Source: an optimization exercise on an open RTL-to-GDS flow (aim: small area, a short achievable clock period and few clock cycles). Production flows keep margins and buffers that such runs may drop.
Function was checked by simulation only, so behaviour that the tests miss may differ from the original.
No activity file was given, so power comes from the tool's default toggle rates.

// Top
module Top(
    input                           sys_clk     ,
    input                           sys_rst_n   ,
    input                           trig        ,
    output  reg                     vld         ,
    input                   [9:0]   data_in     ,
    output  wire    signed  [12:0]  sin_out     ,
    output  wire    signed  [12:0]  cos_out
);
wire [7:0] r = data_in[7:0];
reg  [7:0] w;        
reg        sw;       
reg        s_neg;
reg        c_neg;
reg        busy;
always @(posedge sys_clk) begin
    w     <= r[7] ? (8'd0 - r) : r;
    sw    <= data_in[8] ^ data_in[7];
    s_neg <= data_in[9];
    c_neg <= data_in[9] ^ data_in[8];
end
always @(posedge sys_clk or negedge sys_rst_n) begin
    if (~sys_rst_n) begin
        busy <= 1'b0;
        vld  <= 1'b0;
    end
    else begin
        busy <= trig;
        vld  <= busy;
    end
end
wire [10:0] s_t;
wire [11:0] c_t;
sc_tab tab (.a(w), .s(s_t), .c(c_t));
wire        fix = sw && (w == 8'd108);
wire        w0  = (w == 8'd0);
wire [11:0] s_mag = sw ? c_t : {1'b0, s_t};
wire [11:0] c_mag = sw ? (fix ? 12'd1259 : {1'b0, s_t}) : c_t;
wire        s_n = s_neg & ~(w0 & ~sw);
wire        c_n = c_neg & ~(w0 & sw);
function [11:0] lowzero;
    input [11:0] m;
    reg   [11:0] n;
    reg          a01, a23, a45, a67, a89, p4, p8;
    begin
        n   = ~m;
        a01 = n[0] & n[1];
        a23 = n[2] & n[3];
        a45 = n[4] & n[5];
        a67 = n[6] & n[7];
        a89 = n[8] & n[9];
        p4  = a01 & a23;
        p8  = p4 & (a45 & a67);
        lowzero[0]  = 1'b1;
        lowzero[1]  = n[0];
        lowzero[2]  = a01;
        lowzero[3]  = a01 & n[2];
        lowzero[4]  = p4;
        lowzero[5]  = p4 & n[4];
        lowzero[6]  = p4 & a45;
        lowzero[7]  = p4 & (a45 & n[6]);
        lowzero[8]  = p8;
        lowzero[9]  = p8 & n[8];
        lowzero[10] = p8 & a89;
        lowzero[11] = p8 & (a89 & n[10]);
    end
endfunction
wire [11:0] s_z = lowzero(s_mag);
wire [11:0] c_z = lowzero(c_mag);
reg  [12:0] s_r, c_r;
always @(posedge sys_clk) begin
    s_r <= {s_n, s_mag ^ ({12{s_n}} & ~s_z)};
    c_r <= {c_n, c_mag ^ ({12{c_n}} & ~c_z)};
end
assign sin_out = s_r;
assign cos_out = c_r;
endmodule
Settings: LEC_CHECK=0, ABC_AREA=1, CAP_MARGIN=20, CORE_MARGIN=2, CORE_UTILIZATION=40, SLEW_MARGIN=20, SYNTH_MEMORY_MAX_BITS=32768; clock period 10.0 ns.
standard.sh (not shown) runs the stock make flow with config.mk's settings and CLKGATE_MAP_FILE= SYNTH_SCRIPT=/design/flow/synth_recipe.tcl, a recipe that flattens the netlist after the stock synthesis.
==> flow/flow/run.sh <==
#!/bin/bash
# The standard layout (standard.sh) with one added step and three settings:
#  - after the standard synthesis, the combinational logic between the standard
#    synthesis's flip-flops is mapped again by ABC for area (remap.script); the
#    flip-flops, their names and cell types are left as they are;
#  - synthesis maps no adder cells (ADDER_MAP_FILE empty);
#  - port buffers are buf_2 instead of the delay buffer buffer_ports picks;
#  - timing repair aims for SETUP_SLACK_MARGIN ns of setup slack.
# The clock period and constraints are the standard flow's. Each tool's output goes to a log here.
set -euo pipefail
W=$(pwd)
R=$W/orfs/results/$FLOW_PLATFORM/Top/base
P=$FLOW_HOME/platforms/$FLOW_PLATFORM
LIB=$P/lib/sky130_fd_sc_hd__tt_025C_1v80.lib
VARS=(ADDER_MAP_FILE= "BUFFER_PORTS_ARGS=-buffer_cell sky130_fd_sc_hd__buf_2" SETUP_SLACK_MARGIN=7.2)

bash standard.sh "${VARS[@]}" synth > synth.log 2>&1

cp "$R/1_2_yosys.v" "$W/standard_1_2_yosys.v"
python3 flow/split_lib.py "$LIB" "$P/config.mk" remap_comb.lib remap_seq.lib remap_dont_use.txt > split_lib.log 2>&1
cat > remap.ys <<EOT
read_liberty -lib remap_seq.lib
read_liberty -ignore_miss_func remap_comb.lib
read_verilog -defer $W/standard_1_2_yosys.v
hierarchy -top $FLOW_TOP
flatten
rename -hide w:*.*
opt_clean -purge
abc -liberty $LIB $(cat remap_dont_use.txt) -script $W/flow/remap.script
opt_clean -purge
hilomap -singleton -hicell sky130_fd_sc_hd__conb_1 HI -locell sky130_fd_sc_hd__conb_1 LO
splitnets
opt_clean -purge
insbuf -buf sky130_fd_sc_hd__buf_4 A X
stat -liberty $LIB
write_verilog -noattr -nohex -nodec $R/1_2_yosys.v
EOT
yosys -l remap.log -q remap.ys > /dev/null 2>&1
rm -f "$R/1_synth.odb" "$R/1_synth.sdc"

bash standard.sh "${VARS[@]}" finish > layout.log 2>&1
rm -f remap_comb.lib remap_seq.lib
==> flow/flow/remap.script <==
strash
dch
map -B 0.9
topo
stime -c
buffer -c
upsize -c -D 1400
dnsize -c -D 1400
Other scripts of this flow, unchanged in this note and not shown: flow/flow/split_lib.py
Testbench counts at the start, summed over its fixed seeds: cycles 4,800.
Change:
==> flow/flow/remap.script (replaced) <==
strash
dch
map -B 0.9
topo
stime -c
buffer -c
upsize -c -D 1500
dnsize -c -D 1500
After rerunning:
- The new run finished clean
- total power is lower by 5.9%
- sequential cell count stays the same
- wire length increases by about 0.7%
- design area went down by about 5.6%
- clock power falls by 21%
- non-clock buffer count went up by 4
Change:
==> flow/flow/remap.script (replaced) <==
strash
dch
map -B 0.9
topo
stime -c
buffer -c
upsize -c -D 1600
dnsize -c -D 1600
The new run completed without violations; final area goes up by 3.6%; die area goes down by 2.0%; core utilization goes up by 3.6 points; first-iteration DRC count goes up by 3.7%; clock skew is about the same.
Change:
--- a/flow/flow/run.sh
+++ b/flow/flow/run.sh
@@ -14,3 +14,3 @@
 LIB=$P/lib/sky130_fd_sc_hd__tt_025C_1v80.lib
-VARS=(ADDER_MAP_FILE= "BUFFER_PORTS_ARGS=-buffer_cell sky130_fd_sc_hd__buf_2" SETUP_SLACK_MARGIN=7.2)
+VARS=(ADDER_MAP_FILE= "BUFFER_PORTS_ARGS=-buffer_cell sky130_fd_sc_hd__buf_2" SETUP_SLACK_MARGIN=7.12)
 
=> Hold slack is about the same; cell area drops by 2.5%; cell count is about the same; sequential share of layout area climbs by 0.38 points.
Change:
--- a/flow/flow/run.sh
+++ b/flow/flow/run.sh
@@ -14,3 +14,3 @@
 LIB=$P/lib/sky130_fd_sc_hd__tt_025C_1v80.lib
-VARS=(ADDER_MAP_FILE= "BUFFER_PORTS_ARGS=-buffer_cell sky130_fd_sc_hd__buf_2" SETUP_SLACK_MARGIN=7.12)
+VARS=(ADDER_MAP_FILE= "BUFFER_PORTS_ARGS=-buffer_cell sky130_fd_sc_hd__buf_2" SETUP_SLACK_MARGIN=7.12 "CTS_ARGS=-root_buf sky130_fd_sc_hd__clkbuf_16 -buf_list sky130_fd_sc_hd__clkbuf_16 -sink_clustering_size 50 -sink_clustering_max_diameter 500 -repair_clock_nets -dont_use_dummy_load")
 
==> flow/flow/remap.script (replaced) <==
strash
dch
map -B 0.9
topo
stime -c
buffer -c
upsize -c -D 1500
dnsize -c -D 1500
Synthesized cell count does not change.
Sequential power hardly moves.
Wire length is lower by about 1.5%.

---

exp/xenon:
Starting RTL as in the previous note.
==> flow/design.v (excerpt) <==
module Top(
    input                           sys_clk     ,
    input                           sys_rst_n   ,
    input                           trig        ,
    output  reg                     vld         ,
    input                   [9:0]   data_in     ,
    output  wire    signed  [12:0]  sin_out     ,
    output  wire    signed  [12:0]  cos_out
);
clock: 10.0 ns
lec_check: 0
abc_area: 1
cap_margin: 20
core_margin: 2
core_utilization: 40
cts_cluster_diameter: 500
cts_cluster_size: 60
slew_margin: 20
synth_memory_max_bits: 32768
==> flow/flow/run.sh <==
#!/bin/bash
# The standard layout (standard.sh), with three changes: synthesis maps no adder
# cells (ADDER_MAP_FILE empty, so ABC maps that logic with the rest), port buffers are
# buf_2 instead of the delay buffer buffer_ports picks by default, and timing repair
# aims for 7.3 ns of setup slack. The clock period and constraints are the standard flow's.
set -euo pipefail
bash standard.sh ADDER_MAP_FILE= "BUFFER_PORTS_ARGS=-buffer_cell sky130_fd_sc_hd__buf_2" SETUP_SLACK_MARGIN=7.3  finish > standard_flow.log 2>&1
The flow did not stop early for exp/xenon: all stages ran, and the layout cleared the timing, design-rule and antenna checks.
Testbench counts of exp/xenon, summed over its fixed seeds: cycles 4,800.
> inputs changed (exp/xenon -> exp/raven)
Settings: CTS_CLUSTER_SIZE no longer set, was 60; CTS_CLUSTER_DIAMETER no longer set, was 500.
==> flow/flow/run.sh <==
#!/bin/bash
# The standard layout (standard.sh), with three changes: synthesis maps no adder
# cells (ADDER_MAP_FILE empty, so ABC maps that logic with the rest), port buffers are
# buf_2 instead of the delay buffer buffer_ports picks by default, and timing repair
# aims for 7.2 ns of setup slack. The clock period and constraints are the standard flow's.
set -euo pipefail
bash standard.sh ADDER_MAP_FILE= "BUFFER_PORTS_ARGS=-buffer_cell sky130_fd_sc_hd__buf_2" SETUP_SLACK_MARGIN=7.2  finish > standard_flow.log 2>&1
Findings:
In the tables for exp/xenon and exp/raven, worst-case hold slack reads higher with exp/xenon. The higher via count came out of exp/xenon. exp/raven against exp/xenon: worst setup margin now sits lower, wire length after detailed routing now sits lower, number of global-route vias before repair now sits higher. exp/raven vs exp/xenon — area growth from synthesis to final layout dropped 5.0 points. exp/xenon and exp/raven ended up with nearly the same total placed instance area.
### exp/raven -> exp/tundra
==> flow/flow/run.sh <==
#!/bin/bash
# The standard layout (standard.sh), with three changes: synthesis maps no adder
# cells (ADDER_MAP_FILE empty, so ABC maps that logic with the rest), port buffers are
# buf_2 instead of the delay buffer buffer_ports picks by default, and timing repair
# aims for 7.1 ns of setup slack. The clock period and constraints are the standard flow's.
set -euo pipefail
bash standard.sh ADDER_MAP_FILE= "BUFFER_PORTS_ARGS=-buffer_cell sky130_fd_sc_hd__buf_2" SETUP_SLACK_MARGIN=7.1  finish > standard_flow.log 2>&1
Notes after the runs:
- Cmp exp/raven and exp/tundra / fraction of final layout cells sized beyond drive strength 1 / lower: exp/tundra
- Any difference in part of the cycle the worst path needs between exp/tundra and exp/raven is small enough to ignore.
- From exp/raven to exp/tundra the numbers moved as follows: final area moved down, reg-to-reg setup timing slack saw a decrease.
- [diff] post-layout total power, exp/tundra relative to exp/raven: improvement
- | per-cell via count in the routed design | exp/raven vs exp/tundra | ≈ equal |
- [compare] base=exp/raven new=exp/tundra: worst setup slack rose 0.0038 ns; first-pass detailed-route iteration total lost 1.
What exp/quartz does differently from exp/tundra at the input level:
==> flow/flow/run.sh <==
#!/bin/bash
# The standard layout (standard.sh), with three changes: synthesis maps no adder
# cells (ADDER_MAP_FILE empty, so ABC maps that logic with the rest), port buffers are
# buf_2 instead of the delay buffer buffer_ports picks by default, and timing repair
# aims for 7.2 ns of setup slack. The clock period and constraints are the standard flow's.
set -euo pipefail
bash standard.sh ADDER_MAP_FILE= "BUFFER_PORTS_ARGS=-buffer_cell sky130_fd_sc_hd__buf_2" SETUP_SLACK_MARGIN=7.2 "CTS_ARGS=-root_buf sky130_fd_sc_hd__clkbuf_16 -buf_list sky130_fd_sc_hd__clkbuf_16 -repair_clock_nets" finish > standard_flow.log 2>&1
[summary]
Sort exp/tundra and exp/quartz by switching power total, descending, and exp/quartz comes first. Per the comparison of exp/quartz with exp/tundra, post-route clock skew fell 0.0050 ns; fmax rose 0.92%.

==> afterwards: timing with drivers on the ports <==
No port has a modelled driver above. Below, the same layouts with a new extraction and two added sets of constraints.
Step 1 assumes that a clkbuf_16 drives the clock port and a buf_2 every other input.
Step 2, shift: input delay + t, output delay - t, t = (earliest + latest rising clock arrival at the registers) / 2. This alone moves slack from input paths to output paths.
Slacks: no drivers / after step 1 / after step 2; pairs: no drivers / after step 1.
run	shift t [ns]	setup WS [ns]	worst setup path at the end	latest minus earliest clock arrival (ns)	worst slew at a driven data input, ns
the first run of note 1	0.324	7.204 / 7.174 / 7.113	input to register	0.009 / 0.009	0.04
the second run of note 1	0.329	7.207 / 7.175 / 7.095	input to register	0.007 / 0.008	0.03
the third run of note 1	0.320	7.214 / 7.185 / 7.084	input to register	0.006 / 0.006	0.03
the fourth run of note 1	0.321	7.214 / 7.184 / 7.084	input to register	0.007 / 0.006	0.03
the fifth run of note 1	0.318	7.229 / 7.192 / 7.086	input to register	0.011 / 0.011	0.03
exp/xenon	0.319	7.212 / 7.182 / 6.943	input to register	0.006 / 0.006	0.05
exp/raven	0.338	7.202 / 7.166 / 6.996	input to register	0.005 / 0.005	0.03
exp/tundra	0.326	7.206 / 7.175 / 6.975	input to register	0.009 / 0.010	0.03
exp/quartz	0.323	7.231 / 7.191 / 6.987	input to register	0.004 / 0.004	0.03
After both steps setup and hold are still met in every run listed. For exp/xenon, which loses most, drivers alone change the setup slack by -0.030 ns; drivers and shift together by -0.269 ns.
